This design comes from an exercise in tuning for small area and a short achievable clock period on the open sky130 flow, not from production work. Where RTL was checked, it was by simulation tests only, not by an equivalence proof against the original. Function not checked in run 1: the RTL went through the layout flow alone. No driver is modelled on the clock port, so clocking that relies on it looks cheaper here than on a real chip.

==> flow/design.v, too long to show whole: its modules and the start of the top module <==
// module full_adder: 9 lines
// module half_adder: 8 lines
// module DaddaKS_16bitMAC: 1720 lines
// module bxor: 3 lines
// module bxnor: 3 lines
// module band: 3 lines
// module bnor: 3 lines
// module bandn: 3 lines
// module bor: 3 lines
// module born: 3 lines
// module aoi21: 3 lines
// module oai21: 3 lines
// module nand2: 3 lines
// module nor2: 3 lines
module DaddaKS_16bitMAC(
    input [15:0] a,
    input [15:0] b,
    input clk,
    input rst,
    input cin,
    output reg [31:0] out,
    output cout
);
  // ...
==> flow/flow/run.sh <==
#!/bin/bash
# The standard layout (the standard.sh) with these ORFS settings on top of config.mk's:
#   SETUP_SLACK_MARGIN=6 'BUFFER_PORTS_ARGS=-buffer_cell sky130_fd_sc_hd__buf_1' 'CTS_ARGS=-sink_clustering_enable -repair_clock_nets -buf_list sky130_fd_sc_hd__clkbuf_8 -dont_use_dummy_load'
# and one extra step after global placement: downsize.tcl gives every cell the smallest
# drive strength that keeps the worst setup slack (area recovery; synthesis maps the
# one-gate modules to needlessly large cells).  Each tool's output is in its own log.
set -euo pipefail
bash standard.sh SETUP_SLACK_MARGIN=6 'BUFFER_PORTS_ARGS=-buffer_cell sky130_fd_sc_hd__buf_1' 'CTS_ARGS=-sink_clustering_enable -repair_clock_nets -buf_list sky130_fd_sc_hd__clkbuf_8 -dont_use_dummy_load' place > standard_place.log 2>&1
R=$PWD/orfs/results/sky130hd/DaddaKS_16bitMAC/base
DS_ODB=$R/3_place.odb DS_SDC=$R/3_place.sdc DS_TARGET=6.3 \
  DS_LIB=$FLOW_HOME/platforms/sky130hd/lib/sky130_fd_sc_hd__tt_025C_1v80.lib \
  DS_PLATFORM_DIR=$FLOW_HOME/platforms/sky130hd \
  openroad -no_init -exit flow/downsize.tcl > downsize.log 2>&1
bash standard.sh SETUP_SLACK_MARGIN=6 'BUFFER_PORTS_ARGS=-buffer_cell sky130_fd_sc_hd__buf_1' 'CTS_ARGS=-sink_clustering_enable -repair_clock_nets -buf_list sky130_fd_sc_hd__clkbuf_8 -dont_use_dummy_load' finish > standard_finish.log 2>&1
==> flow/flow/downsize.tcl <==
# Area recovery: give each cell the smallest drive strength of its kind that keeps the
# design's worst setup slack at least DS_TARGET (or the slack it had, if that is lower).
# Reads and rewrites the ODB given in DS_ODB; DS_SDC is its SDC.
read_db $::env(DS_ODB)
read_liberty $::env(DS_LIB)
read_sdc $::env(DS_SDC)
source $::env(DS_PLATFORM_DIR)/setRC.tcl
if {[info exists ::env(DS_PROP)] && $::env(DS_PROP)} { set_propagated_clock [all_clocks] }
estimate_parasitics -placement
set wns0 [sta::worst_slack -max]
set target [expr {min($wns0, $::env(DS_TARGET))}]
puts "downsize: worst slack $wns0, target $target"
set area0 0.0
set saved 0.0
set n 0
set insts [get_cells *]
foreach inst $insts {
  set m [get_property $inst ref_name]
  if {![regexp {^(sky130_fd_sc_hd__[a-z0-9]+)_([0-9]+)$} $m -> base size]} { continue }
  if {[string match *df* $base] || [string match *tap* $base] || [string match *conb* $base] || [string match *clkbuf* $base]} { continue }
  set cands {}
  foreach lc [get_lib_cells */${base}_*] {
    set nm [get_property $lc name]
    if {[regexp "^${base}_(\[0-9\]+)\$" $nm -> s2] && $s2 < $size} { lappend cands [list $s2 $nm] }
  }
  if {![llength $cands]} { continue }
  set cands [lsort -integer -index 0 $cands]
  foreach c $cands {
    set nm [lindex $c 1]
    replace_cell $inst $nm
    if {[sta::worst_slack -max] >= $target} {
      incr n
      puts "downsize: [get_full_name $inst] $m -> $nm"
      break
    }
    replace_cell $inst $m
  }
}
puts "downsize: resized $n cells, worst slack now [sta::worst_slack -max]"
report_design_area
write_db $::env(DS_ODB)
==> flow/standard.sh <==
#!/bin/bash
# synth_recipe.tcl (not shown) runs the flow's synth.tcl, then flattens the netlist and writes it again
# the make line also repeats each setting of config.mk as NAME=value (left out here)
make -C /OpenROAD-flow-scripts/flow DESIGN_CONFIG=/design/flow/config.mk WORK_HOME=/design/flow/orfs CLKGATE_MAP_FILE= SYNTH_SCRIPT=/design/flow/synth_recipe.tcl "${@:-finish}"
==> flow/config.mk <==
export PLATFORM = sky130hd
export DESIGN_NAME = DaddaKS_16bitMAC
export DESIGN_NICKNAME = DaddaKS_16bitMAC
export VERILOG_FILES = /design/flow/design.v
export SDC_FILE = /design/flow/constraint.sdc
export NUM_CORES = 4
export LEC_CHECK = 0
export CAP_MARGIN = 20
export CORE_MARGIN = 2
export CORE_UTILIZATION = 40
export SETUP_SLACK_MARGIN = 5
export SLEW_MARGIN = 20
export SYNTH_HIERARCHICAL = 1
==> flow/constraint.sdc <==
create_clock -name core_clock -period 17.0 [get_ports {clk}]
set_input_delay 3.4000 -clock core_clock [delete_from_list [all_inputs] [get_ports {clk}]]
set_output_delay 3.4000 -clock core_clock [all_outputs]
set_load 0.01 [all_outputs]
==> results.json, run 1 <==
{
  "cts.sinks": 32,
  "die_height_um": 151,
  "synth.distinct_cells": 16,
  "grt_usage_pct": 21.2,
  "hold_violation_total_from_the_final_report": 0,
  "critPathMaxFanout": 5,
  "hold_path.startpoint": "out[0]$_DFF_PP0_",
  "std_cell_rows": 53,
  "fin_util_pct": 42.8,
  "holdCritPathClass": "flop to flop",
  "synth.most_common_cell": "nand2_1",
  "port_buffers": 67,
  "hold_path_depth": 2,
  "finalWorstSetupSlack_ps": 5900,
  "grt_max_degree": 33,
  "die_area_mm2": 0.0229,
  "synthCells": 832,
  "clk_pin_slew_worst_paths_ps": 80,
  "grt_util_met1_pct": 28.1,
  "layout.buffer.nonclock.area_share_pct": 8.11,
  "clock_skew_ps": 7.73,
  "synth_top_family_by_area": "adder cells",
  "num_tap_cells": 275,
  "cpLargestDelayFamily": "adder cells",
  "status": "complete, no violations",
  "final_net_count": 1145,
  "buffers_excl_clock": 110,
  "ctsResizeCount": 175,
  "numSequentialCells": 32,
  "cts_tree": "yes"
}
==> inputs of run 2 (changes only) <==
--- a/flow/design.v
+++ b/flow/design.v
@@ -808,18 +808,20 @@
 wire p_9;
 wire g_9;
 wire p_10;
 wire g_10;
 wire p_11;
 wire g_11;
 wire p_12;
 wire g_12;
+wire t_12;
 wire p_13;
 wire g_13;
+wire t_13;
 wire p_14;
 wire g_14;
 wire t_14;
 wire p_15;
 wire g_15;
 wire t_15;
 wire p_16;
 wire g_16;
@@ -839,18 +841,20 @@
 wire p_21;
 wire g_21;
 wire t_21;
 wire p_22;
 wire g_22;
 wire t_22;
 wire p_23;
 wire g_23;
+wire t_23;
 wire p_24;
 wire g_24;
+wire t_24;
 wire p_25;
 wire g_25;
 wire p_26;
 wire g_26;
 wire p_27;
 wire g_27;
 wire p_28;
 wire g_28;
@@ -1547,18 +1551,20 @@
 bxor px9 (.a(c462), .b(s463), .y(p_9));
 bnor pg9 (.a(c462), .b(s463), .y(g_9));
 bxor px10 (.a(c464), .b(s465), .y(p_10));
 bnor pg10 (.a(c464), .b(s465), .y(g_10));
 bxor px11 (.a(c466), .b(s467), .y(p_11));
 bnor pg11 (.a(c466), .b(s467), .y(g_11));
 bxor px12 (.a(c468), .b(s469), .y(p_12));
 bnor pg12 (.a(c468), .b(s469), .y(g_12));
+nand2 pt12 (.a(c468), .b(s469), .y(t_12));
 bxor px13 (.a(c470), .b(s471), .y(p_13));
 bnor pg13 (.a(c470), .b(s471), .y(g_13));
+nand2 pt13 (.a(c470), .b(s471), .y(t_13));
 bxor px14 (.a(c472), .b(s473), .y(p_14));
 bnor pg14 (.a(c472), .b(s473), .y(g_14));
 nand2 pt14 (.a(c472), .b(s473), .y(t_14));
 bxor px15 (.a(c474), .b(s475), .y(p_15));
 bnor pg15 (.a(c474), .b(s475), .y(g_15));
 nand2 pt15 (.a(c474), .b(s475), .y(t_15));
 bxor px16 (.a(c476), .b(s477), .y(p_16));
 bnor pg16 (.a(c476), .b(s477), .y(g_16));
@@ -1578,18 +1584,20 @@
 bxor px21 (.a(c486), .b(s487), .y(p_21));
 bnor pg21 (.a(c486), .b(s487), .y(g_21));
 nand2 pt21 (.a(c486), .b(s487), .y(t_21));
 bxor px22 (.a(c488), .b(s489), .y(p_22));
 bnor pg22 (.a(c488), .b(s489), .y(g_22));
 nand2 pt22 (.a(c488), .b(s489), .y(t_22));
 bxor px23 (.a(c490), .b(s491), .y(p_23));
 bnor pg23 (.a(c490), .b(s491), .y(g_23));
+nand2 pt23 (.a(c490), .b(s491), .y(t_23));
 bxor px24 (.a(c492), .b(s493), .y(p_24));
 bnor pg24 (.a(c492), .b(s493), .y(g_24));
+nand2 pt24 (.a(c492), .b(s493), .y(t_24));
 bxor px25 (.a(c494), .b(s495), .y(p_25));
 bnor pg25 (.a(c494), .b(s495), .y(g_25));
 bxor px26 (.a(c496), .b(s497), .y(p_26));
 bnor pg26 (.a(c496), .b(s497), .y(g_26));
 bxor px27 (.a(c498), .b(s499), .y(p_27));
 bnor pg27 (.a(c498), .b(s499), .y(g_27));
 bxor px28 (.a(c500), .b(s501), .y(p_28));
 bnor pg28 (.a(c500), .b(s501), .y(g_28));
@@ -1607,30 +1615,30 @@
 aoi21 uG5_4_511 (.a(p_5), .b(g_4), .c(g_5), .y(G5_4_511));
 nand2 uP5_4_512 (.a(p_5), .b(p_4), .y(P5_4_512));
 aoi21 uG7_6_513 (.a(p_7), .b(g_6), .c(g_7), .y(G7_6_513));
 nand2 uP7_6_514 (.a(p_7), .b(p_6), .y(P7_6_514));
 aoi21 uG9_8_515 (.a(p_9), .b(g_8), .c(g_9), .y(G9_8_515));
 nand2 uP9_8_516 (.a(p_9), .b(p_8), .y(P9_8_516));
 aoi21 uG11_10_517 (.a(p_11), .b(g_10), .c(g_11), .y(G11_10_517));
 nand2 uP11_10_518 (.a(p_11), .b(p_10), .y(P11_10_518));
-aoi21 uG13_12_519 (.a(p_13), .b(g_12), .c(g_13), .y(G13_12_519));
-nand2 uP13_12_520 (.a(p_13), .b(p_12), .y(P13_12_520));
+aoi21 uG13_12_519 (.a(t_13), .b(g_12), .c(g_13), .y(G13_12_519));
+nand2 uP13_12_520 (.a(t_13), .b(t_12), .y(P13_12_520));
 aoi21 uG15_14_521 (.a(t_15), .b(g_14), .c(g_15), .y(G15_14_521));
 nand2 uP15_14_522 (.a(t_15), .b(t_14), .y(P15_14_522));
 aoi21 uG17_16_523 (.a(t_17), .b(g_16), .c(g_17), .y(G17_16_523));
 nand2 uP17_16_524 (.a(t_17), .b(t_16), .y(P17_16_524));
 aoi21 uG19_18_525 (.a(t_19), .b(g_18), .c(g_19), .y(G19_18_525));
 nand2 uP19_18_526 (.a(t_19), .b(t_18), .y(P19_18_526));
 aoi21 uG21_20_527 (.a(t_21), .b(g_20), .c(g_21), .y(G21_20_527));
 nand2 uP21_20_528 (.a(t_21), .b(t_20), .y(P21_20_528));
-aoi21 uG23_22_529 (.a(p_23), .b(g_22), .c(g_23), .y(G23_22_529));
-nand2 uP23_22_530 (.a(p_23), .b(t_22), .y(P23_22_530));
+aoi21 uG23_22_529 (.a(t_23), .b(g_22), .c(g_23), .y(G23_22_529));
+nand2 uP23_22_530 (.a(t_23), .b(t_22), .y(P23_22_530));
 aoi21 uG25_24_531 (.a(p_25), .b(g_24), .c(g_25), .y(G25_24_531));
-nand2 uP25_24_532 (.a(p_25), .b(p_24), .y(P25_24_532));
+nand2 uP25_24_532 (.a(p_25), .b(t_24), .y(P25_24_532));
 aoi21 uG27_26_533 (.a(p_27), .b(g_26), .c(g_27), .y(G27_26_533));
 nand2 uP27_26_534 (.a(p_27), .b(p_26), .y(P27_26_534));
 aoi21 uG29_28_535 (.a(p_29), .b(g_28), .c(g_29), .y(G29_28_535));
 nand2 uP29_28_536 (.a(p_29), .b(p_28), .y(P29_28_536));
 aoi21 uG31_30_537 (.a(p_31), .b(g_30), .c(g_31), .y(G31_30_537));
 nand2 uP31_30_538 (.a(p_31), .b(p_30), .y(P31_30_538));
 oai21 uG3_0_539 (.a(P3_2_510), .b(G1_0_508), .c(G3_2_509), .y(G3_0_539));
 oai21 uG7_4_540 (.a(P7_6_514), .b(G5_4_511), .c(G7_6_513), .y(G7_4_540));
@@ -1677,24 +1685,24 @@
 assign gi581 = ~G1_0_508;
 aoi21 uG2_0_582 (.a(p_2), .b(gi581), .c(g_2), .y(G2_0_582));
 aoi21 uG4_0_583 (.a(p_4), .b(G3_0_539), .c(g_4), .y(G4_0_583));
 aoi21 uG6_0_584 (.a(p_6), .b(G5_0_572), .c(g_6), .y(G6_0_584));
 assign gi585 = ~G7_0_554;
 aoi21 uG8_0_586 (.a(p_8), .b(gi585), .c(g_8), .y(G8_0_586));
 aoi21 uG10_0_587 (.a(p_10), .b(G9_0_573), .c(g_10), .y(G10_0_587));
 assign gi588 = ~G11_0_568;
-aoi21 uG12_0_589 (.a(p_12), .b(gi588), .c(g_12), .y(G12_0_589));
+aoi21 uG12_0_589 (.a(t_12), .b(gi588), .c(g_12), .y(G12_0_589));
 aoi21 uG14_0_590 (.a(t_14), .b(G13_0_574), .c(g_14), .y(G14_0_590));
 aoi21 uG16_0_591 (.a(t_16), .b(G15_0_561), .c(g_16), .y(G16_0_591));
 aoi21 uG18_0_592 (.a(t_18), .b(G17_0_576), .c(g_18), .y(G18_0_592));
 assign gi593 = ~G19_0_569;
 aoi21 uG20_0_594 (.a(t_20), .b(gi593), .c(g_20), .y(G20_0_594));
 aoi21 uG22_0_595 (.a(t_22), .b(G21_0_577), .c(g_22), .y(G22_0_595));
-aoi21 uG24_0_596 (.a(p_24), .b(G23_0_566), .c(g_24), .y(G24_0_596));
+aoi21 uG24_0_596 (.a(t_24), .b(G23_0_566), .c(g_24), .y(G24_0_596));
 aoi21 uG26_0_597 (.a(p_26), .b(G25_0_579), .c(g_26), .y(G26_0_597));
 assign gi598 = ~G27_0_570;
 aoi21 uG28_0_599 (.a(p_28), .b(gi598), .c(g_28), .y(G28_0_599));
 aoi21 uG30_0_600 (.a(p_30), .b(G29_0_580), .c(g_30), .y(G30_0_600));
 assign sum_0 = p_0;
 bxor sx1 (.a(p_1), .b(g_0), .y(sum_1));
 bxnor sx2 (.a(p_2), .b(G1_0_508), .y(sum_2));
 bxnor sx3 (.a(p_3), .b(G2_0_582), .y(sum_3));
==> flow/flow/run.sh (replaced) <==
#!/bin/bash
# The standard layout (the standard.sh) with these ORFS settings on top of config.mk's:
#   SETUP_SLACK_MARGIN=5.5 'BUFFER_PORTS_ARGS=-buffer_cell sky130_fd_sc_hd__buf_1' 'CTS_ARGS=-sink_clustering_enable -repair_clock_nets -buf_list sky130_fd_sc_hd__clkbuf_8 -dont_use_dummy_load'
# and one extra step after global placement: downsize.tcl gives every cell the smallest
# drive strength that keeps the worst setup slack (area recovery; synthesis maps the
# one-gate modules to needlessly large cells).  Each tool's output is in its own log.
set -euo pipefail
bash standard.sh SETUP_SLACK_MARGIN=5.5 'BUFFER_PORTS_ARGS=-buffer_cell sky130_fd_sc_hd__buf_1' 'CTS_ARGS=-sink_clustering_enable -repair_clock_nets -buf_list sky130_fd_sc_hd__clkbuf_8 -dont_use_dummy_load' place > standard_place.log 2>&1
R=$PWD/orfs/results/sky130hd/DaddaKS_16bitMAC/base
DS_ODB=$R/3_place.odb DS_SDC=$R/3_place.sdc DS_TARGET=5.8 \
  DS_LIB=$FLOW_HOME/platforms/sky130hd/lib/sky130_fd_sc_hd__tt_025C_1v80.lib \
  DS_PLATFORM_DIR=$FLOW_HOME/platforms/sky130hd \
  openroad -no_init -exit flow/downsize.tcl > downsize.log 2>&1
bash standard.sh SETUP_SLACK_MARGIN=5.5 'BUFFER_PORTS_ARGS=-buffer_cell sky130_fd_sc_hd__buf_1' 'CTS_ARGS=-sink_clustering_enable -repair_clock_nets -buf_list sky130_fd_sc_hd__clkbuf_8 -dont_use_dummy_load' finish > standard_finish.log 2>&1
==> flow/config.mk (replaced) <==
export PLATFORM = sky130hd
export DESIGN_NAME = DaddaKS_16bitMAC
export DESIGN_NICKNAME = DaddaKS_16bitMAC
export VERILOG_FILES = /design/flow/design.v
export SDC_FILE = /design/flow/constraint.sdc
export NUM_CORES = 4
export LEC_CHECK = 0
export CAP_MARGIN = 20
export CORE_MARGIN = 2
export CORE_UTILIZATION = 40
export CTS_BUF_LIST = sky130_fd_sc_hd__clkbuf_8
export SETUP_SLACK_MARGIN = 5
export SLEW_MARGIN = 20
export SYNTH_HIERARCHICAL = 1
==> results.json, run 2 <==
{
  "status": "complete, no violations",
  "register_area_um2": 801,
  "ant_nets": 0,
  "clock_tree_root": "clkbuf_8",
  "count_of_h_tree_levels_built_during_cts": 2,
  "multiInputGateArea_mm2": 0.00683,
  "route.final.wire_length_um": 21400,
  "setup-violations-final": 0,
  "timing.max_slew.rel_slack_pct": 51.9,
  "netlist.area_leader.share_pct": 52.0,
  "dominantRegCellSynth": "dfrtp_1",
  "cp.arrival_ps": 7860,
  "clk_pin_slew_worst_paths_ps": 80,
  "grt_antenna_before_repair": 2,
  "port_buffers": 67,
  "yosys_warnings": 7,
  "worst_setup_path_start_kind": "input port",
  "clkLatencyLatePin_ps": 320,
  "mappedNetlistArea_mm2": 0.00866,
  "postSynthRegisterBits": 32,
  "detailroute.via_count": 5782,
  "finalWorstPathRequiredPeriod_ps": 11260,
  "ioPinCount": 68,
  "final_cell_mix": "nand2_1, fa_1, xor2_1, buf_1",
  "start_util_pct": 40.9,
  "grt_max_degree": 33,
  "layout.filler_cells": 2116,
  "stdcell_area_mm2": 0.00860,
  "detailedPlacementHpwl_um": 17300,
  "global_route_wire_length_before_repair_um": 35000,
  "drcViolationCount": 0,
  "mostFrequentLayoutCell": "nand2_1",
  "regMostFlops": "out",
  "cp-end-kind": "output port",
  "cts_tree": "yes",
  "synthCells": 836,
  "synth_top_cells_by_area": "fa_1, nand2_1, dfrtp_1",
  "std_cell_rows": 53,
  "total_congestion_overflow_after_global_routing": 0,
  "die_area_mm2": 0.0228,
  "place.gp.congestion": 0.877,
  "max_slew_violation_total_from_the_final_report": 0,
  "vias_per_cell": 5.11,
  "synth_edf_count": 0,
  "first_global_vias": 6333,
  "die_height_um": 151,
  "yosys.area.top_type": "fa_1",
  "cts.sinks": 32,
  "drt-pass1-iter-count": 5,
  "detailedRoute.firstIterationViolations": 404,
  "max-clock-path-buffers": 2,
  "core_area_mm2": 0.0212,
  "critPathMaxFanout": 16,
  "fin_worst_hold_slack_ps": 665,
  "largestRegisters": "out x32",
  "post_route_cells_drive_above_1_share_pct": 4.68,
  "largest_register_ffs": 32,
  "synth.distinct_cells": 17,
  "clock_skew_ps": 6.04,
  "grt_usage_pct": 20.6,
  "post_route_setup_tns_ps": 0,
  "synth.net_count": 1096,
  "holdCritPathClass": "flop to flop",
  "die_w_um": 151,
  "tightestPinTransition_ps": 714,
  "wl_per_cell_um": 19.0,
  "timing.setup.critical_path_class": "input port to output port",
  "critPathRequiredTime_ps": 13600,
  "grt_setup_unrepaired": "false",
  "ys_async_sr_fraction_pct": 100,
  "hold_violation_total_from_the_final_report": 0,
  "final_net_count": 1117,
  "yosys-top-cells-count": "nand2_1, fa_1, buf_6",
  "final_period_utilization_pct": 66.2,
  "fmaxAchievable_ghz": 0.0888,
  "areaGrowthSynthToFinish_pct": -0.766,
  "synth.most_common_cell": "nand2_1",
  "sequential_cell_area_fraction_in_the_yosys_report_pct": 9.24,
  "drv_cap": 0,
  "synth_area_per_cell_um2": 10.4,
  "placed_cell_area_mm2": 0.00860,
  "cts_setup_buffers": 0,
  "cts_buffers": 5
}
-- run 2: cell types whose count changed in the layout (fill, tap and decap cells not counted), moves of 5 or more --
| cell | before | now |
|---|---|---|
| buf_4 | 32 | 1 |
| buf_6 | 17 | 1 |
| fa_1 | 209 | 225 |
| fa_2 | 16 | 0 |
| clkbuf_4 | 0 | 14 |
| nand2_1 | 276 | 288 |
| a21oi_1 | 32 | 39 |
| a21oi_2 | 7 | 0 |
| nand2_2 | 6 | 0 |
| buf_1 | 49 | 44 |
| nor2_1 | 34 | 39 |
-- run 2: timing repair --
| item | CTS | global route |
|---|---|---|
| pin swaps | 0 | 0 |
| resized for setup | 54 | 39 |
| endpoints found under the hold margin | 0 | 0 |
| endpoints found under the setup margin | 1 | 1 |
| hold buffers | 0 | 0 |
-- run 2: worst paths after layout --
check / startpoint / to / slack [ps] / cells past startpoint
hold reg to reg: out[0]$_DFF_PP0_ / out[0]$_DFF_PP0_ / 660 / 2
setup / recovery: a[0] / cout / 5740 / 16
setup reg to reg: out[14]$_DFF_PP0_ / out[31]$_DFF_PP0_ / 11320 / 18
hold / removal: out[0]$_DFF_PP0_ / out[0]$_DFF_PP0_ / 660 / 2
max in group asynchronous: rst / out[17]$_DFF_PP0_ / 13400 / 4
min in group asynchronous: rst / out[13]$_DFF_PP0_ / 3130 / 3
-- run 2: cell type report --
| cell class | count | area share [%] |
|---|---|---|
| Antenna cell | 1 | 0.0291 |
| Clock buffer | 5 | 0.801 |
| Inverter | 34 | 1.48 |
| Multi-Input combinational cell | 706 | 79.4 |
| Sequential cell | 32 | 9.32 |
| Tap cell | 275 | 4.00 |
| Timing Repair Buffer | 78 | 4.96 |
-- run 2: logic make-up after synthesis --
group / synth area share, %
AO/OA/AOI/OAI: 4.98
XOR/XNOR: 8.09
adder cells (fa/ha/maj): 52.0
buffers and inverters: 9.94
flip-flops: 9.24
other: 0.0433
AND/OR/NAND/NOR: 15.7
-- run 2: per-module statistics from Yosys, one instance, submodules excluded, a selection --
module            cells inside  flip-flops and latches  copies in the design
born                         1                       0                     5
bandn                        1                       0                     1
nor2                         1                       0                     8
bnor                         1                       0                    31
bxor                         1                       0                    47
bor                          1                       0                    10
bxnor                        1                       0                    33
DaddaKS_16bitMAC           387                      32                     1
full_adder                   1                       0                   225
oai21                        1                       0                    18
-- run 2: worst max-delay path, stage by stage --
cell      delay (ps)
clkbuf_4         250
nand2_1          110
fa_1             500
fa_1             550
fa_1             430
fa_1             410
fa_1             510
fa_1             460
nor2_1           170
a21oi_1          130
o21ai_1          230
a21oi_1          110
o21ai_0          180
a21oi_1           70
xnor2_1          180
buf_1            160
-- run 2: layer usage --
| metal | up-vias | part of all wire [%] | track usage (%) |
|---|---|---|---|
| met5 | - | 0 | 0 |
| met4 | 0 | 2.9 | 6.31 |
| met3 | 40 | 5.3 | 3.10 |
| met2 | 206 | 51 | 34.3 |
| met1 | 3017 | 41 | 28.1 |
| li1 | 2519 | - | - |
-- run 2: stage by stage --
step	setup WS, ps	util [%]	std cells
global route	5510	40.6	1131
CTS	5500	40.5	1129
finish	5740	40.6	1131
floorplan	6120	-	836
global placement	5050	40.7	1124
detailed placement	5020	40.7	1124
==> inputs of run 3 (changes only) <==
==> flow/flow/run.sh (replaced) <==
#!/bin/bash
# The standard layout (the standard.sh) with these ORFS settings on top of config.mk's:
#   SETUP_SLACK_MARGIN=6.5 'BUFFER_PORTS_ARGS=-buffer_cell sky130_fd_sc_hd__buf_1' 'CTS_ARGS=-sink_clustering_enable -repair_clock_nets -buf_list sky130_fd_sc_hd__clkbuf_8 -dont_use_dummy_load'
# and one extra step after global placement: downsize.tcl gives every cell the smallest
# drive strength that keeps the worst setup slack (area recovery; synthesis maps the
# one-gate modules to needlessly large cells).  Each tool's output is in its own log.
set -euo pipefail
bash standard.sh SETUP_SLACK_MARGIN=6.5 'BUFFER_PORTS_ARGS=-buffer_cell sky130_fd_sc_hd__buf_1' 'CTS_ARGS=-sink_clustering_enable -repair_clock_nets -buf_list sky130_fd_sc_hd__clkbuf_8 -dont_use_dummy_load' place > standard_place.log 2>&1
R=$PWD/orfs/results/sky130hd/DaddaKS_16bitMAC/base
DS_ODB=$R/3_place.odb DS_SDC=$R/3_place.sdc DS_TARGET=6.8 \
  DS_LIB=$FLOW_HOME/platforms/sky130hd/lib/sky130_fd_sc_hd__tt_025C_1v80.lib \
  DS_PLATFORM_DIR=$FLOW_HOME/platforms/sky130hd \
  openroad -no_init -exit flow/downsize.tcl > downsize.log 2>&1
bash standard.sh SETUP_SLACK_MARGIN=6.5 'BUFFER_PORTS_ARGS=-buffer_cell sky130_fd_sc_hd__buf_1' 'CTS_ARGS=-sink_clustering_enable -repair_clock_nets -buf_list sky130_fd_sc_hd__clkbuf_8 -dont_use_dummy_load' finish > standard_finish.log 2>&1
==> results.json, run 3 <==
{
  "cts_buffers": 5,
  "start_util_pct": 40.9,
  "cts_hold_buf": 0,
  "first_global_vias": 6361,
  "dominantRegCellSynth": "dfrtp_1",
  "drt-pass1-iter-count": 6,
  "ff2ff_setup_slack_ps": 11100,
  "cts.sinks": 32,
  "cp.arrival_ps": 7680,
  "synth_edf_count": 0,
  "netlist.area_leader.share_pct": 52.0,
  "max_slew_violation_total_from_the_final_report": 0,
  "detailedPlacementHpwl_um": 17000,
  "ant_nets": 0,
  "synth.distinct_cells": 17,
  "die_w_um": 151,
  "ys_async_sr_fraction_pct": 100,
  "post_route_cells_drive_above_1_share_pct": 7.82,
  "total_congestion_overflow_after_global_routing": 0,
  "cpLargestDelayFamily": "adder cells",
  "yosys_warnings": 7,
  "critPathRequiredTime_ps": 13600,
  "placed_cell_area_mm2": 0.00859,
  "busiest_grt_layer": "met2",
  "critPathMaxFanout": 8,
  "final_period_utilization_pct": 65.2,
  "timing.max_slew.rel_slack_pct": 45.3,
  "setup-violations-final": 0,
  "instances_no_fill": 1145,
  "mostFrequentLayoutCell": "nand2_1",
  "wl_per_cell_um": 19.0,
  "sequential_cell_area_fraction_in_the_yosys_report_pct": 9.24,
  "grtUsageMet2_pct": 34.1,
  "largest_register_ffs": 32,
  "drv_cap": 0,
  "clk_pin_slew_worst_paths_ps": 70,
  "route.final.wire_length_um": 21800,
  "port_buffers": 67,
  "slowest_delay_ps": 610,
  "use_met3_pct": 3.46,
  "drcViolationCount": 0,
  "die_area_mm2": 0.0228,
  "detailedRoute.firstIterationViolations": 402,
  "areaGrowthSynthToFinish_pct": 1.78,
  "cp-end-kind": "output port",
  "final_net_count": 1132,
  "hold_violation_total_from_the_final_report": 0,
  "synth.net_count": 1096,
  "grt_util_met1_pct": 27.7,
  "grt_max_degree": 33,
  "dp.cells": 1120,
  "grt_setup_unrepaired": "true",
  "fin_util_pct": 41.7,
  "mappedNetlistArea_mm2": 0.00866,
  "crit_buf_inv": 3,
  "diodes_inserted": 0,
  "ioPinCount": 68,
  "preCtsSetupSlack_ps": 5340,
  "timing.critical_path.cells": "buf_1, buf_6, nand2_1, fa_1, fa_1, fa_1, fa_2, fa_1, fa_1, nand2_2, a21oi_2, o21ai_0, a21oi_1, o21ai_4, a21oi_2, xnor2_1, buf_2",
  "cts_tree": "yes",
  "status": "complete, no violations",
  "detailroute.via_count": 5838,
  "crit_path_frequent_cell": "fa_1",
  "synth.most_common_cell": "nand2_1",
  "post_route_setup_tns_ps": 0,
  "postSynthRegisterBits": 32,
  "timing.setup.critical_path_class": "input port to output port",
  "holdCritPathClass": "flop to flop",
  "clkLatencyLatePin_ps": 320,
  "synth_top_cells_by_area": "fa_1, nand2_1, dfrtp_1",
  "regMostFlops": "out",
  "die_height_um": 151,
  "fmaxAchievable_ghz": 0.0903,
  "worst_setup_path_start_kind": "input port",
  "tightestPinTransition_ps": 812,
  "std_cell_rows": 53,
  "synth_area_per_cell_um2": 10.4,
  "finalWorstPathRequiredPeriod_ps": 11080,
  "vias_per_cell": 5.10,
  "global_route_wire_length_before_repair_um": 35400,
  "synthCells": 836,
  "clock_skew_ps": 8.71,
  "clock_tree_root": "clkbuf_8",
  "grt_antenna_before_repair": 0,
  "largestRegisters": "out x32",
  "yosys-top-cells-count": "nand2_1, fa_1, buf_6",
  "grt_usage_pct": 20.8,
  "core_area_mm2": 0.0212,
  "cp_slowest_cell": "fa_1",
  "stdcell_area_mm2": 0.00882,
  "finalWorstSetupSlack_ps": 5920,
  "place.gp.congestion": 0.854,
  "count_of_h_tree_levels_built_during_cts": 2,
  "final_cell_mix": "nand2_1, fa_1, xor2_1, buf_1, nor2_1",
  "max-clock-path-buffers": 2,
  "yosys.area.top_type": "fa_1"
}
-- run 3: final timing paths --
kind,end,start,cells past startpoint
hold reg to reg,out[0]$_DFF_PP0_,out[0]$_DFF_PP0_,2
setup / recovery,cout,b[14],17
hold / removal,out[0]$_DFF_PP0_,out[0]$_DFF_PP0_,2
max in group asynchronous,out[23]$_DFF_PP0_,rst,4
setup reg to reg,out[31]$_DFF_PP0_,out[14]$_DFF_PP0_,19
min in group asynchronous,out[1]$_DFF_PP0_,rst,3
-- run 3: logic make-up (layout without fill, tap and decap cells) --
| family | Yosys count | count (layout) | synth area share, % |
|---|---|---|---|
| AND/OR/NAND/NOR | 343 | 343 | 15.7 |
| adder cells (fa/ha/maj) | 225 | 225 | 52.0 |
| buffers and inverters | 98 | 132 | 9.94 |
| XOR/XNOR | 80 | 80 | 8.09 |
| AO/OA/AOI/OAI | 57 | 57 | 4.98 |
| flip-flops | 32 | 32 | 9.24 |
| other | 1 | 1 | 0.0433 |
-- run 3: worst reg2reg max path: stages (launching register included) --
cell	delay (ps)
dfrtp_1	410
inv_1	90
fa_1	550
fa_1	430
fa_1	470
fa_2	360
fa_1	490
fa_1	550
nand2_2	100
nand2_1	70
nor2_1	120
nand2_1	100
o21ai_4	230
buf_4	190
inv_1	50
o21ai_0	650
a21oi_1	260
o21ai_0	380
a21oi_1	130
xnor2_1	150
-- run 3: repair_timing --
item                                   in CTS  in global routing
cloned                                      0                  0
endpoints found under the hold margin       0                  0
pin swaps                                   1                  4
setup buffers                              16                  3
setup endpoints to repair                   1                  1
gates resized for setup                   125                  5
-- run 3: Yosys stat by module, one instance, submodules excluded, a selection --
module,copies in the design,cells inside,cell area [um^2]
full_adder,225,1,20.0
nand2,32,1,3.75
oai21,18,1,5.00
aoi21,39,1,8.76
bnor,31,1,3.75
nor2,8,1,3.75
born,5,1,6.26
bandn,1,1,13.8
-- run 3: cell type report --
type | count | area, um^2
multi-input combinational | 706 | 6860
tap | 275 | 344
fill | 2083 | 12300
timing repair buffer | 93 | 617
sequential | 32 | 801
clock buffer | 5 | 68.8
inverter | 34 | 128
-- run 3: layer usage --
| metal | share of wire (%) | wire [um] |
|---|---|---|
| met5 | 0 | 0 |
| met3 | 6.0 | 1300 |
| met1 | 40 | 8830 |
| met2 | 50 | 10900 |
| met4 | 3.8 | 820 |
-- run 3: metrics by stage --
step | hold WS, ps
final | 668
after floorplan | 676
after global placement | 648
after CTS | 667
after global routing | 707
after detailed placement | 649
==> inputs of run 4 (changes only) <==
==> flow/flow/run.sh (replaced) <==
#!/bin/bash
set -euo pipefail
R=$PWD/orfs/results/sky130hd/DaddaKS_16bitMAC/base
downsize() {
  DS_ODB=$R/$1.odb DS_SDC=$R/$1.sdc DS_TARGET=99 DS_PROP=$2 DS_TRADEOFF=$3 \
    DS_LIB=$FLOW_HOME/platforms/sky130hd/lib/sky130_fd_sc_hd__tt_025C_1v80.lib \
    DS_PLATFORM_DIR=$FLOW_HOME/platforms/sky130hd \
    openroad -no_init -exit flow/downsize.tcl > downsize_$1.log 2>&1
}
bash standard.sh 'BUFFER_PORTS_ARGS=-buffer_cell sky130_fd_sc_hd__buf_1' 'CTS_ARGS=-sink_clustering_enable -repair_clock_nets -buf_list sky130_fd_sc_hd__clkbuf_8 -dont_use_dummy_load' SETUP_SLACK_MARGIN=6 place > standard_place.log 2>&1
downsize 3_place 0 0
bash standard.sh 'BUFFER_PORTS_ARGS=-buffer_cell sky130_fd_sc_hd__buf_1' 'CTS_ARGS=-sink_clustering_enable -repair_clock_nets -buf_list sky130_fd_sc_hd__clkbuf_8 -dont_use_dummy_load' SETUP_SLACK_MARGIN=6 cts > standard_cts.log 2>&1
downsize 4_cts 1 1
bash standard.sh 'BUFFER_PORTS_ARGS=-buffer_cell sky130_fd_sc_hd__buf_1' 'CTS_ARGS=-sink_clustering_enable -repair_clock_nets -buf_list sky130_fd_sc_hd__clkbuf_8 -dont_use_dummy_load' SETUP_SLACK_MARGIN=0 finish > standard_finish.log 2>&1
--- a/flow/flow/downsize.tcl
+++ b/flow/flow/downsize.tcl
@@ -10,6 +10,15 @@
 set wns0 [sta::worst_slack -max]
 set target [expr {min($wns0, $::env(DS_TARGET))}]
 puts "downsize: worst slack $wns0, target $target"
+set tradeoff [expr {[info exists ::env(DS_TRADEOFF)] ? $::env(DS_TRADEOFF) : 0}]
+set tradeoff_k [expr {$tradeoff ? $::env(DS_TRADEOFF) : 0}]
+set cur_wns $wns0
+set cur_area 0.0
+foreach i [get_cells *] {
+  set lc [get_lib_cells -quiet */[get_property $i ref_name]]
+  if {[llength $lc]} { set cur_area [expr {$cur_area + [get_property $lc area]}] }
+}
+puts "downsize: cell area $cur_area"
 set area0 0.0
 set saved 0.0
 set n 0
@@ -28,7 +37,16 @@
   foreach c $cands {
     set nm [lindex $c 1]
     replace_cell $inst $nm
-    if {[sta::worst_slack -max] >= $target} {
+    set wns [sta::worst_slack -max]
+    set ok [expr {$wns >= $target}]
+    if {!$ok && $tradeoff} {
+      set da [expr {[get_property [get_lib_cells */$m] area] - [get_property [get_lib_cells */$nm] area]}]
+      set dp [expr {$cur_wns - $wns}]
+      if {$dp / (17.0 - $cur_wns) < $tradeoff_k * $da / $cur_area} { set ok 1 }
+    }
+    if {$ok} {
+      set cur_area [expr {$cur_area - [get_property [get_lib_cells */$m] area] + [get_property [get_lib_cells */$nm] area]}]
+      set cur_wns $wns
       incr n
       puts "downsize: [get_full_name $inst] $m -> $nm"
       break
==> results.json, run 4 <==
{
  "die_area_mm2": 0.0228,
  "regMostFlops": "out",
  "status": "complete, no violations",
  "final_cell_mix": "nand2_1, fa_1, buf_1, xor2_1",
  "cts_tree": "yes",
  "detailedPlacementHpwl_um": 17300,
  "synth_top_cells_by_area": "fa_1, nand2_1, dfrtp_1",
  "global_route_wire_length_before_repair_um": 35200,
  "grt_usage_pct": 20.7,
  "start_util_pct": 40.9,
  "clkLatencyLatePin_ps": 320,
  "first_global_vias": 6397,
  "mostFrequentLayoutCell": "nand2_1",
  "synth_edf_count": 0,
  "cts_hold_buf": 0,
  "timing.max_slew.rel_slack_pct": 49.7,
  "sequential_cell_area_fraction_in_the_yosys_report_pct": 9.24,
  "synthCells": 836,
  "cts.sinks": 32,
  "placed_cell_area_mm2": 0.00860,
  "stdcell_area_mm2": 0.00866,
  "grt_max_degree": 33,
  "post_route_setup_tns_ps": 0,
  "ant_nets": 0,
  "total_congestion_overflow_after_global_routing": 0,
  "dominantRegCellSynth": "dfrtp_1",
  "ioPinCount": 68,
  "synth_area_per_cell_um2": 10.4,
  "mappedNetlistArea_mm2": 0.00866,
  "multiInputGateArea_mm2": 0.00684,
  "finalWorstSetupSlack_ps": 5890,
  "largest_register_ffs": 32,
  "setup-violations-final": 0,
  "detailroute.via_count": 5822,
  "drv_cap": 0,
  "netlist.area_leader.share_pct": 52.0,
  "detailedRoute.firstIterationViolations": 462,
  "post_route_cells_drive_above_1_share_pct": 5.23,
  "drcViolationCount": 0,
  "synth.net_count": 1096,
  "critPathMaxFanout": 7,
  "count_of_h_tree_levels_built_during_cts": 2,
  "core_area_mm2": 0.0212,
  "ys_async_sr_fraction_pct": 100,
  "largestRegisters": "out x32",
  "postSynthRegisterBits": 32,
  "fin_worst_hold_slack_ps": 662,
  "die_height_um": 151,
  "cp-end-kind": "output port",
  "synth.most_common_cell": "nand2_1",
  "preCtsSetupSlack_ps": 5020,
  "timing.setup.critical_path_class": "input port to output port",
  "hold_violation_total_from_the_final_report": 0,
  "place.gp.congestion": 0.877,
  "route.final.wire_length_um": 21600,
  "areaGrowthSynthToFinish_pct": 0.0145,
  "critPathRequiredTime_ps": 13600,
  "clk_pin_slew_worst_paths_ps": 80,
  "tightestPinTransition_ps": 746,
  "cp.arrival_ps": 7710,
  "port_buffers": 67,
  "vias_per_cell": 5.12,
  "worst_setup_path_start_kind": "input port",
  "finalWorstPathRequiredPeriod_ps": 11110,
  "wl_per_cell_um": 19.0,
  "drt-pass1-iter-count": 5,
  "final_period_utilization_pct": 65.4,
  "clock_skew_ps": 4.24,
  "register_area_um2": 801,
  "holdCritPathClass": "flop to flop",
  "yosys-top-cells-count": "nand2_1, fa_1, buf_6",
  "max_slew_violation_total_from_the_final_report": 0,
  "synth.distinct_cells": 17,
  "grt_setup_unrepaired": "false",
  "std_cell_rows": 53,
  "yosys_warnings": 7,
  "final_net_count": 1123,
  "fmaxAchievable_ghz": 0.0900,
  "layout.filler_cells": 2115,
  "max-clock-path-buffers": 2,
  "cts_buffers": 5,
  "clock_tree_root": "clkbuf_8",
  "grt_antenna_before_repair": 1,
  "yosys.area.top_type": "fa_1",
  "die_w_um": 151
}
[run 4: cell counts after synthesis]
Identical to the previous run, type by type.
[run 4: worst paths after layout]
kind / start / end / slack [ps] / cells past startpoint
max: b[14] / cout / 5890 / 17
min: out[0]$_DFF_PP0_ / out[0]$_DFF_PP0_ / 660 / 2
max reg2reg: out[14]$_DFF_PP0_ / out[31]$_DFF_PP0_ / 11440 / 18
min reg2reg: out[0]$_DFF_PP0_ / out[0]$_DFF_PP0_ / 660 / 2
max in group asynchronous: rst / out[21]$_DFF_PP0_ / 13400 / 4
min in group asynchronous: rst / out[13]$_DFF_PP0_ / 3130 / 3
[run 4: critical path: stages]
cell     delay [ps]
buf_1            70
buf_4           160
nand2_1          80
fa_1            470
fa_1            550
fa_1            430
fa_1            410
fa_1            510
fa_1            470
nor2_2          170
a21oi_2         100
o21ai_1         200
a21oi_1         110
o21ai_0         180
a21oi_1          70
xnor2_1         160
buf_1           160
[run 4: Yosys stat by module, one instance, submodules excluded]
module / copies in the design / flip-flops and latches
nand2: 32 / 0
bxnor: 33 / 0
bnor: 31 / 0
oai21: 18 / 0
DaddaKS_16bitMAC: 1 / 32
bxor: 47 / 0
nor2: 8 / 0
aoi21: 39 / 0
born: 5 / 0
bandn: 1 / 0
bor: 10 / 0
full_adder: 225 / 0
[run 4: through the flow]
step	std cells	utilization (%)
3_5_place_dp	1124	40.7
4_1_cts	1135	41.0
6_report	1137	41.0
3_3_place_gp	1124	40.7
5_1_grt	1137	41.0
2_1_floorplan	836	-
[run 4: final cells by class]
cell class	instances	share of cell area, %
timing repair buffer	84	5.52
clock buffer	5	0.794
antenna	1	0.0289
sequential	32	9.24
inverter	34	1.47
multi-input combinational	706	79.0
tap	275	3.97
[run 4: kinds of logic after synthesis]
family,share of synthesized area (%)
XOR/XNOR,8.09
AO/OA/AOI/OAI,4.98
buffers and inverters,9.94
flip-flops,9.24
adder cells (fa/ha/maj),52.0
AND/OR/NAND/NOR,15.7
other,0.0433
[run 4: repair_timing]
action,in CTS,in global routing
endpoints found under the setup margin,1,0
setup buffers,6,0
resized for setup,131,0
[run 4: metal layers]
metal,share of wire [%],vias to the layer above,GRT usage [%]
met3,6.2,46,3.16
met4,3.0,0,6.36
li1,-,2532,-
met2,50,225,34.4
met1,41,3019,28.2
met5,0,-,0
==> inputs of run 5 (changes only) <==
--- a/flow/flow/run.sh
+++ b/flow/flow/run.sh
@@ -11,4 +11,4 @@
 downsize 3_place 0 0
 bash standard.sh 'BUFFER_PORTS_ARGS=-buffer_cell sky130_fd_sc_hd__buf_1' 'CTS_ARGS=-sink_clustering_enable -repair_clock_nets -buf_list sky130_fd_sc_hd__clkbuf_8 -dont_use_dummy_load' SETUP_SLACK_MARGIN=6 cts > standard_cts.log 2>&1
 downsize 4_cts 1 1
-bash standard.sh 'BUFFER_PORTS_ARGS=-buffer_cell sky130_fd_sc_hd__buf_1' 'CTS_ARGS=-sink_clustering_enable -repair_clock_nets -buf_list sky130_fd_sc_hd__clkbuf_8 -dont_use_dummy_load' SETUP_SLACK_MARGIN=0 finish > standard_finish.log 2>&1
+bash standard.sh 'BUFFER_PORTS_ARGS=-buffer_cell sky130_fd_sc_hd__buf_1' 'CTS_ARGS=-sink_clustering_enable -repair_clock_nets -buf_list sky130_fd_sc_hd__clkbuf_8 -dont_use_dummy_load' SETUP_SLACK_MARGIN=6 finish > standard_finish.log 2>&1
==> results.json, run 5 <==
{
  "status": "complete, no violations",
  "global_route_wire_length_before_repair_um": 35200,
  "die_w_um": 151,
  "synthCells": 836,
  "port_buffers": 67,
  "regMostFlops": "out",
  "drcViolationCount": 0,
  "grt_max_degree": 33,
  "finalWorstSetupSlack_ps": 6100,
  "synth_top_cells_by_area": "fa_1, nand2_1, dfrtp_1",
  "yosys.area.top_type": "fa_1",
  "mappedNetlistArea_mm2": 0.00866,
  "layout.filler_cells": 2091,
  "max-clock-path-buffers": 2,
  "cp.arrival_ps": 7500,
  "yosys-top-cells-count": "nand2_1, fa_1, buf_6",
  "tightestPinTransition_ps": 785,
  "cts_buffers": 5,
  "critPathMaxFanout": 16,
  "die_height_um": 151,
  "wl_per_cell_um": 19.0,
  "detailedRoute.firstIterationViolations": 405,
  "route.final.wire_length_um": 21600,
  "first_global_vias": 6397,
  "detailedPlacementHpwl_um": 17300,
  "clk_pin_slew_worst_paths_ps": 80,
  "timing.max_slew.rel_slack_pct": 47.1,
  "netlist.area_leader.share_pct": 52.0,
  "synth.most_common_cell": "nand2_1",
  "drt-pass1-iter-count": 5,
  "grt_antenna_before_repair": 0,
  "detailroute.via_count": 5826,
  "clock_skew_ps": 3.79,
  "largestRegisters": "out x32",
  "fmaxAchievable_ghz": 0.0917,
  "core_area_mm2": 0.0212,
  "preCtsSetupSlack_ps": 5020,
  "die_area_mm2": 0.0228,
  "final_period_utilization_pct": 64.1,
  "start_util_pct": 40.9,
  "grt_setup_unrepaired": "true",
  "post_route_setup_tns_ps": 0,
  "cts_tree": "yes",
  "finalWorstPathRequiredPeriod_ps": 10900,
  "ant_nets": 0,
  "mostFrequentLayoutCell": "nand2_1",
  "final_net_count": 1125,
  "ioPinCount": 68,
  "postSynthRegisterBits": 32,
  "worst_setup_path_start_kind": "input port",
  "grt_usage_pct": 20.7,
  "dominantRegCellSynth": "dfrtp_1",
  "sequential_cell_area_fraction_in_the_yosys_report_pct": 9.24,
  "final_cell_mix": "nand2_1, fa_1, buf_1, xor2_1, nor2_1",
  "synth.net_count": 1096,
  "critPathRequiredTime_ps": 13600,
  "total_congestion_overflow_after_global_routing": 0,
  "crit_start": "a[4]",
  "clkLatencyLatePin_ps": 320,
  "synth.distinct_cells": 17,
  "vias_per_cell": 5.12,
  "yosys_warnings": 7,
  "diodes_inserted": 0,
  "timing.setup.critical_path_class": "input port to output port",
  "fin_util_pct": 41.8,
  "synth_edf_count": 0,
  "count_of_h_tree_levels_built_during_cts": 2,
  "cp-end-kind": "output port",
  "post_route_cells_drive_above_1_share_pct": 9.15,
  "areaGrowthSynthToFinish_pct": 2.08,
  "holdCritPathClass": "flop to flop",
  "std_cell_rows": 53,
  "ys_async_sr_fraction_pct": 100,
  "setup-violations-final": 0,
  "worstReg2RegStart": "out[14]$_DFF_PP0_",
  "place.gp.congestion": 0.877,
  "hold_violation_total_from_the_final_report": 0,
  "largest_register_ffs": 32,
  "synth_area_per_cell_um2": 10.4,
  "drv_cap": 0,
  "clock_tree_root": "clkbuf_8",
  "cts_hold_buf": 0,
  "hold_path.startpoint": "out[0]$_DFF_PP0_",
  "max_slew_violation_total_from_the_final_report": 0,
  "cts.sinks": 32
}
[run 5: cell count changes in the layout (fill, tap and decap cells not counted), moves of 5 or more]
cell,change
fa_1,-14
a21oi_2,+5
clkbuf_4,+8
a21oi_1,-6
buf_8,+6
buf_2,-7
fa_2,+14
[run 5: logic make-up (layout without fill, tap and decap cells)]
family | count (synthesis) | count (layout) | synth area share, %
other | 1 | 1 | 0.0433
buffers and inverters | 98 | 125 | 9.94
xor gates and xnor gates | 80 | 80 | 8.09
and+or+nand+nor | 343 | 343 | 15.7
adders and majority gates | 225 | 225 | 52.0
DFF | 32 | 32 | 9.24
AOI/OAI and AO/OA | 57 | 57 | 4.98
[run 5: worst max-delay path: stages]
cell	delay, ps
buf_8	140
nand2_1	100
fa_1	510
fa_2	570
fa_2	440
fa_2	360
fa_2	440
fa_2	630
nor2_4	50
a21oi_4	180
o21ai_2	100
a21oi_2	170
o21ai_2	70
a21oi_2	120
xnor2_1	70
buf_2	130
[run 5: metal layers]
layer	global-route usage, %	part of all wire (%)	wire [um]	up-vias
met2	34.4	50	10900	235
met4	6.36	2.9	637	0
li1	-	-	-	2530
met5	0	0	0	-
met3	3.16	5.7	1240	46
met1	28.2	41	8830	3015
[run 5: path summary, 6_finish.rpt]
| path | to | slack [ps] | depth (start not counted) |
|---|---|---|---|
| setup / recovery | cout | 6100 | 16 |
| hold / removal | out[0]$_DFF_PP0_ | 660 | 2 |
| setup reg to reg | out[31]$_DFF_PP0_ | 11380 | 18 |
| hold reg to reg | out[0]$_DFF_PP0_ | 660 | 2 |
| max in group asynchronous | out[21]$_DFF_PP0_ | 13410 | 4 |
| min in group asynchronous | out[13]$_DFF_PP0_ | 3130 | 3 |
[run 5: final cells by class]
cell class	instances	area (um^2)	area share (%)
clock buffers	5	68.8	0.778
inverters	34	128	1.44
multi-input cells	706	6950	78.6
flip-flops and latches	32	801	9.06
well taps	275	344	3.89
repair buffers	86	547	6.18
[run 5: per-stage QoR]
stage	std cells	hold WS, ps	instance area, um^2
floorplan	836	676	8660
global placement	1124	647	8600
detailed placement	1124	650	8600
CTS	1135	671	8680
global route	1138	711	8840
finish	1138	662	8840
[run 5: Yosys stat by module (local to each module, per instance), excerpt]
module / cells inside / cell area (um^2)
full_adder: 1 / 20.0
bandn: 1 / 13.8
aoi21: 1 / 8.76
bxnor: 1 / 8.76
bnor: 1 / 3.75
oai21: 1 / 5.00
bor: 1 / 6.26
nand2: 1 / 3.75
nor2: 1 / 3.75
[run 5: repair_timing]
action,CTS,global route
endpoints found under the setup margin,1,1
pin swaps,4,16
setup buffers,6,2
gates resized for setup,131,59
==> inputs of run 6 (changes only) <==
==> flow/flow/run.sh (replaced) <==
#!/bin/bash
set -euo pipefail
R=$PWD/orfs/results/sky130hd/DaddaKS_16bitMAC/base
downsize() {
  DS_ODB=$R/$1.odb DS_SDC=$R/$1.sdc DS_TARGET=99 DS_PROP=$2 DS_TRADEOFF=$3 \
    DS_LIB=$FLOW_HOME/platforms/sky130hd/lib/sky130_fd_sc_hd__tt_025C_1v80.lib \
    DS_PLATFORM_DIR=$FLOW_HOME/platforms/sky130hd \
    openroad -no_init -exit flow/downsize.tcl > downsize_$1.log 2>&1
}
bash standard.sh 'BUFFER_PORTS_ARGS=-buffer_cell sky130_fd_sc_hd__buf_4' 'CTS_ARGS=-sink_clustering_enable -repair_clock_nets -buf_list sky130_fd_sc_hd__clkbuf_8 -dont_use_dummy_load' SETUP_SLACK_MARGIN=6 place > standard_place.log 2>&1
downsize 3_place 0 0
bash standard.sh 'BUFFER_PORTS_ARGS=-buffer_cell sky130_fd_sc_hd__buf_4' 'CTS_ARGS=-sink_clustering_enable -repair_clock_nets -buf_list sky130_fd_sc_hd__clkbuf_8 -dont_use_dummy_load' SETUP_SLACK_MARGIN=6 cts > standard_cts.log 2>&1
downsize 4_cts 1 1
bash standard.sh 'BUFFER_PORTS_ARGS=-buffer_cell sky130_fd_sc_hd__buf_4' 'CTS_ARGS=-sink_clustering_enable -repair_clock_nets -buf_list sky130_fd_sc_hd__clkbuf_8 -dont_use_dummy_load' SETUP_SLACK_MARGIN=0 finish > standard_finish.log 2>&1
==> results.json, run 6 <==
{
  "detailedRoute.firstIterationViolations": 350,
  "grt_max_degree": 33,
  "max_slew_violation_total_from_the_final_report": 0,
  "synth.most_common_cell": "nand2_1",
  "cts.sinks": 32,
  "clock_skew_ps": 9.64,
  "synth.net_count": 1096,
  "hold_path_depth": 2,
  "instances_no_fill": 1139,
  "dp.cells": 1116,
  "start_util_pct": 40.9,
  "critPathMaxFanout": 6,
  "clock_tree_root": "clkbuf_8",
  "hold_violation_total_from_the_final_report": 0,
  "total_congestion_overflow_after_global_routing": 0,
  "synth_top_family_by_area": "adder cells",
  "synth_edf_count": 0,
  "mappedNetlistArea_mm2": 0.00866,
  "ff2ff_setup_slack_ps": 10660,
  "status": "complete, no violations",
  "yosys_warnings": 7,
  "die_w_um": 151,
  "std_cell_rows": 53,
  "regMostFlops": "out",
  "final_cell_mix": "nand2_1, fa_1, buf_1, xor2_1",
  "tightestPinTransition_ps": 744,
  "critPathRequiredTime_ps": 13600,
  "count_of_h_tree_levels_built_during_cts": 2,
  "synth-compound-area-share_pct": 4.98,
  "mostFrequentLayoutCell": "nand2_1",
  "dominantRegCellSynth": "dfrtp_1",
  "ys_async_sr_fraction_pct": 100,
  "synth.distinct_cells": 17,
  "cts_tree": "yes",
  "fmaxAchievable_ghz": 0.0874,
  "fin_util_pct": 40.8,
  "vias_per_cell": 5.08,
  "grt_antenna_before_repair": 0,
  "first_global_vias": 6573,
  "final_period_utilization_pct": 67.3,
  "worstReg2RegStart": "out[14]$_DFF_PP0_",
  "cp.arrival_ps": 8040,
  "grt_usage_pct": 21.1,
  "final_net_count": 1126,
  "areaGrowthSynthToFinish_pct": -0.275,
  "die_area_mm2": 0.0228,
  "drt-pass1-iter-count": 4,
  "largest_register_ffs": 32,
  "synth_top_cells_by_area": "fa_1, nand2_1, dfrtp_1",
  "detailroute.via_count": 5789,
  "netlist.area_leader.share_pct": 52.0,
  "grt_setup_unrepaired": "false",
  "yosys.area_share.simple_pct": 15.7,
  "cp-end-kind": "output port",
  "diodes_inserted": 0,
  "synth-xor-area-share_pct": 8.09,
  "yosys-top-cells-count": "nand2_1, fa_1, buf_6",
  "hold_path.startpoint": "out[0]$_DFF_PP0_",
  "sequential_cell_area_fraction_in_the_yosys_report_pct": 9.24,
  "global_route_wire_length_before_repair_um": 35900,
  "regToRegEndpoint": "out[31]$_DFF_PP0_",
  "postSynthRegisterBits": 32,
  "holdCritPathClass": "flop to flop",
  "synthMuxAreaShare_pct": 0,
  "yosys.area.top_type": "fa_1",
  "worst_setup_path_start_kind": "input port",
  "clkLatencyLatePin_ps": 330,
  "post_route_cells_drive_above_1_share_pct": 5.32,
  "route.final.wire_length_um": 21700,
  "drv_cap": 0,
  "detailedPlacementHpwl_um": 16900,
  "ant_nets": 0,
  "synth_area_per_cell_um2": 10.4,
  "post_route_setup_tns_ps": 0,
  "finalWorstPathRequiredPeriod_ps": 11440,
  "setup-violations-final": 0,
  "stdcell_area_mm2": 0.00864,
  "synthCells": 836,
  "ioPinCount": 68,
  "hold_path_end": "out[0]$_DFF_PP0_",
  "core_area_mm2": 0.0212,
  "die_height_um": 151,
  "largestRegisters": "out x32",
  "clk_pin_slew_worst_paths_ps": 80,
  "worst_r2r_path_depth": 20,
  "timing.setup.critical_path_class": "input port to output port",
  "max-clock-path-buffers": 2,
  "cts_buffers": 5,
  "drcViolationCount": 0,
  "placed_cell_area_mm2": 0.00879,
  "timing.max_slew.rel_slack_pct": 49.9,
  "wl_per_cell_um": 19.1,
  "place.gp.congestion": 0.839,
  "yosys.area_share.adder_pct": 52.0,
  "cts_hold_buf": 0,
  "port_buffers": 67
}
run 6: cell counts after synthesis:
Identical to the previous run, type by type.
run 6: layout make-up:
| cell class | instances | area (um^2) |
|---|---|---|
| multi-input combinational | 706 | 6840 |
| clock buffer | 5 | 68.8 |
| fill | 2186 | 12500 |
| timing repair buffer | 87 | 458 |
| tap | 275 | 344 |
| sequential | 32 | 801 |
| inverter | 34 | 128 |
run 6: modules after synthesis (local to each module, per instance), a selection:
module | cells inside | cell area, um^2 | copies in the design | flip-flops and latches
aoi21 | 1 | 8.76 | 39 | 0
bandn | 1 | 13.8 | 1 | 0
nor2 | 1 | 3.75 | 8 | 0
DaddaKS_16bitMAC | 387 | 2650 | 1 | 32
bxnor | 1 | 8.76 | 33 | 0
nand2 | 1 | 3.75 | 32 | 0
born | 1 | 6.26 | 5 | 0
bnor | 1 | 3.75 | 31 | 0
bor | 1 | 6.26 | 10 | 0
run 6: timing repair:
action | CTS | global route
buffers inserted | 17 | 0
setup endpoints to repair | 1 | 0
hold endpoints to repair | 0 | 0
resized for setup | 79 | 0
run 6: worst max-delay path: stages:
cell and delay [ps]:
buf_2 200, buf_1 290, buf_1 300, nand2_1 130, xor2_1 220, fa_1 460, fa_1 390, fa_1 460
fa_1 540, xor2_1 280, a21oi_1 140, o21ai_0 320, a21oi_1 120, o21ai_1 140, buf_1 240, a21oi_1 120
xnor2_1 130, buf_1 160
run 6: cells by family (layout without fill, tap and decap cells):
kind of cell               Yosys count  after routing
other                                1              1
AOI/OAI and AO/OA                   57             57
and+or+nand+nor                    343            343
adders and majority gates          225            225
xor gates and xnor gates            80             80
DFF                                 32             32
buffers and inverters               98            126
run 6: worst max-delay path by stage:
stage	end	cells past startpoint	start	slack, ps
after detailed placement	cout	17	b[14]	5710
after floorplan	cout	16	a[0]	6120
after global placement	cout	17	b[14]	5700
after global routing	cout	18	a[0]	5140
after CTS	cout	17	b[13]	6000
final	cout	18	a[0]	5560
run 6: metal layers:
| layer | wire length (um) | global-route usage (%) |
|---|---|---|
| met1 | 8990 | 28.3 |
| met3 | 1270 | 3.37 |
| met2 | 11100 | 36.5 |
| met4 | 376 | 4.67 |
| met5 | 0 | 0 |
run 6: per-stage QoR:
stage / worst slack [ps] / hold slack (ps)
2_1_floorplan: 6120 / 676
3_3_place_gp: 5700 / 653
3_5_place_dp: 5710 / 644
4_1_cts: 6000 / 662
5_1_grt: 5140 / 695
6_report: 5560 / 662
==> inputs of run 7 (changes only) <==
==> flow/flow/run.sh (replaced) <==
#!/bin/bash
set -euo pipefail
R=$PWD/orfs/results/sky130hd/DaddaKS_16bitMAC/base
downsize() {
  DS_ODB=$R/$1.odb DS_SDC=$R/$1.sdc DS_TARGET=99 DS_PROP=$2 DS_TRADEOFF=$3 \
    DS_LIB=$FLOW_HOME/platforms/sky130hd/lib/sky130_fd_sc_hd__tt_025C_1v80.lib \
    DS_PLATFORM_DIR=$FLOW_HOME/platforms/sky130hd \
    openroad -no_init -exit flow/downsize.tcl > downsize_$1.log 2>&1
}
bash standard.sh 'BUFFER_PORTS_ARGS=-buffer_cell sky130_fd_sc_hd__buf_8' 'CTS_ARGS=-sink_clustering_enable -repair_clock_nets -buf_list sky130_fd_sc_hd__clkbuf_8 -dont_use_dummy_load' SETUP_SLACK_MARGIN=6 place > standard_place.log 2>&1
downsize 3_place 0 0
bash standard.sh 'BUFFER_PORTS_ARGS=-buffer_cell sky130_fd_sc_hd__buf_8' 'CTS_ARGS=-sink_clustering_enable -repair_clock_nets -buf_list sky130_fd_sc_hd__clkbuf_8 -dont_use_dummy_load' SETUP_SLACK_MARGIN=6 cts > standard_cts.log 2>&1
downsize 4_cts 1 1
bash standard.sh 'BUFFER_PORTS_ARGS=-buffer_cell sky130_fd_sc_hd__buf_8' 'CTS_ARGS=-sink_clustering_enable -repair_clock_nets -buf_list sky130_fd_sc_hd__clkbuf_8 -dont_use_dummy_load' SETUP_SLACK_MARGIN=0 finish > standard_finish.log 2>&1
==> results.json, run 7 <==
{
  "port_buffers": 67,
  "cts_hold_buf": 0,
  "clock_skew_ps": 21.1,
  "dominantRegCellSynth": "dfrtp_1",
  "clock_tree_root": "clkbuf_8",
  "synthCells": 836,
  "post_route_setup_tns_ps": 0,
  "cts_tree": "yes",
  "global_route_wire_length_before_repair_um": 35800,
  "ant_nets": 0,
  "synth.distinct_cells": 17,
  "clk_pin_slew_worst_paths_ps": 90,
  "grt_setup_unrepaired": "false",
  "synth_top_cells_by_area": "fa_1, nand2_1, dfrtp_1",
  "cp.arrival_ps": 8300,
  "status": "complete, no violations",
  "crit_start": "a[0]",
  "first_global_vias": 6644,
  "worst_setup_path_start_kind": "input port",
  "yosys-top-cells-count": "nand2_1, fa_1, buf_6",
  "detailroute.via_count": 5714,
  "count_of_h_tree_levels_built_during_cts": 2,
  "total_congestion_overflow_after_global_routing": 0,
  "crit_path_frequent_cell": "fa_1",
  "synth.most_common_cell": "nand2_1",
  "slowest_delay_ps": 590,
  "drcViolationCount": 0,
  "detailedPlacementHpwl_um": 17100,
  "layout.filler_cells": 2135,
  "synth_area_per_cell_um2": 10.4,
  "cp-end-kind": "output port",
  "critPathRequiredTime_ps": 13600,
  "wl_per_cell_um": 19.4,
  "grt_max_degree": 33,
  "largest_register_ffs": 32,
  "postSynthRegisterBits": 32,
  "vias_per_cell": 5.05,
  "sequential_cell_area_fraction_in_the_yosys_report_pct": 9.24,
  "drv_cap": 0,
  "ioPinCount": 68,
  "die_area_mm2": 0.0228,
  "holdCritPathClass": "flop to flop",
  "timing.critical_path.cells": "buf_2, nand2_1, fa_1, fa_1, fa_1, fa_2, fa_1, fa_1, nand2_1, nand2_1, nor2_1, nand2_1, o21ai_2, buf_1, a21oi_1, xnor2_1, buf_1",
  "yosys_warnings": 7,
  "start_util_pct": 40.9,
  "grt_usage_pct": 21.1,
  "worstReg2RegStart": "out[14]$_DFF_PP0_",
  "final_net_count": 1118,
  "grt_antenna_before_repair": 0,
  "synth_edf_count": 0,
  "setup-violations-final": 0,
  "place.gp.congestion": 0.863,
  "route.final.wire_length_um": 21900,
  "final_period_utilization_pct": 68.8,
  "mappedNetlistArea_mm2": 0.00866,
  "timing.setup.critical_path_class": "input port to output port",
  "largestRegisters": "out x32",
  "fmaxAchievable_ghz": 0.0855,
  "cpLargestDelayFamily": "adder cells",
  "yosys.area.top_type": "fa_1",
  "timing.max_slew.rel_slack_pct": 41.9,
  "areaGrowthSynthToFinish_pct": -0.751,
  "hold_path.startpoint": "out[0]$_DFF_PP0_",
  "hold_violation_total_from_the_final_report": 0,
  "ys_async_sr_fraction_pct": 100,
  "critPathMaxFanout": 5,
  "diodes_inserted": 0,
  "netlist.area_leader.share_pct": 52.0
}
-- run 7: cell counts after synthesis --
Identical to the previous run, type by type.
-- run 7: area by class of cell --
cell class / count / area, um^2 / share of cell area (%)
multi-input cells: 706 / 6830 / 79.5
flip-flops and latches: 32 / 801 / 9.31
repair buffers: 79 / 424 / 4.93
well taps: 275 / 344 / 4.00
inverters: 34 / 128 / 1.48
clock buffers: 5 / 68.8 / 0.800
-- run 7: worst paths after layout --
check / endpoint / cells after the start
max in group asynchronous: out[18]$_DFF_PP0_ / 4
setup reg to reg: out[31]$_DFF_PP0_ / 19
min in group asynchronous: out[7]$_DFF_PP0_ / 3
hold / removal: out[0]$_DFF_PP0_ / 2
setup / recovery: cout / 17
hold reg to reg: out[0]$_DFF_PP0_ / 2
-- run 7: per-module statistics from Yosys, one instance, submodules excluded --
module | times used | cells | flops+latches
DaddaKS_16bitMAC | 1 | 387 | 32
full_adder | 225 | 1 | 0
bandn | 1 | 1 | 0
aoi21 | 39 | 1 | 0
bxnor | 33 | 1 | 0
bxor | 47 | 1 | 0
bor | 10 | 1 | 0
born | 5 | 1 | 0
oai21 | 18 | 1 | 0
bnor | 31 | 1 | 0
nand2 | 32 | 1 | 0
nor2 | 8 | 1 | 0
-- run 7: cells by family after synthesis --
| kind of cell | after synthesis | synth area share (%) |
|---|---|---|
| xor+xnor | 80 | 8.09 |
| compound gates | 57 | 4.98 |
| simple gates | 343 | 15.7 |
| buf+inv | 98 | 9.94 |
| flops | 32 | 9.24 |
| other cells | 1 | 0.0433 |
| fa+ha+maj | 225 | 52.0 |
-- run 7: what timing repair did --
item                                   CTS  global route
setup endpoints to repair                1             0
endpoints found under the hold margin    0             0
buffers inserted                         9             0
gates resized for setup                 66             0
-- run 7: stage by stage --
step	setup WS, ps	hold slack (ps)	util (%)	instance area, um^2	std cells
floorplan	6120	676	-	8660	836
CTS	5850	671	41.2	8710	1130
detailed placement	5570	689	43.9	9290	1116
global route	5150	728	40.6	8600	1131
global placement	5620	693	43.9	9290	1116
finish	5300	670	40.6	8600	1131
-- run 7: metal layers --
layer | vias up | track usage (%) | routed length [um]
met5 | - | 0 | 0
met4 | 0 | 6.87 | 659
met3 | 39 | 3.28 | 1200
met2 | 183 | 36.8 | 11300
met1 | 2977 | 27.0 | 8820
li1 | 2515 | - | -
-- run 7: worst min-delay path, cell delays in order, from the launching register on --
cell     delay, ps
dfrtp_1        390
xnor2_1        170
xor2_1          80

-- separate check: timing with driven ports --
The results above use ideal ports. As a check the final layouts listed here were re-extracted and re-timed, cells and wires unchanged.
Step 1 sets driving cells, clkbuf_16 on the clock port and buf_2 on the other inputs (assumed; they add their load-dependent delay and slew).
Step 2 times the ports against the registers' clock, not the clock port: input delays grow and output delays shrink by t, the midpoint of the rising clock arrivals with the driver on.
Slacks: ideal / step 1 / step 2; pairs: ideal / step 1.
run	shift t [ns]	setup slack, ns	worst data-port slew with drivers (ns)
run 1	0.365	5.899 / 5.848 / 5.848	0.07
run 2	0.356	5.740 / 5.702 / 5.702	0.07
run 3	0.350	5.923 / 5.896 / 5.896	0.06
run 4	0.358	5.889 / 5.852 / 5.852	0.07
run 5	0.360	6.098 / 6.045 / 6.045	0.07
run 6	0.362	5.558 / 5.530 / 5.530	0.06
run 7	0.354	5.300 / 5.275 / 5.275	0.06
After both steps setup and hold are still met in every run listed. For run 5, which loses most, drivers alone change the setup slack by -0.053 ns; drivers and shift together by -0.053 ns.
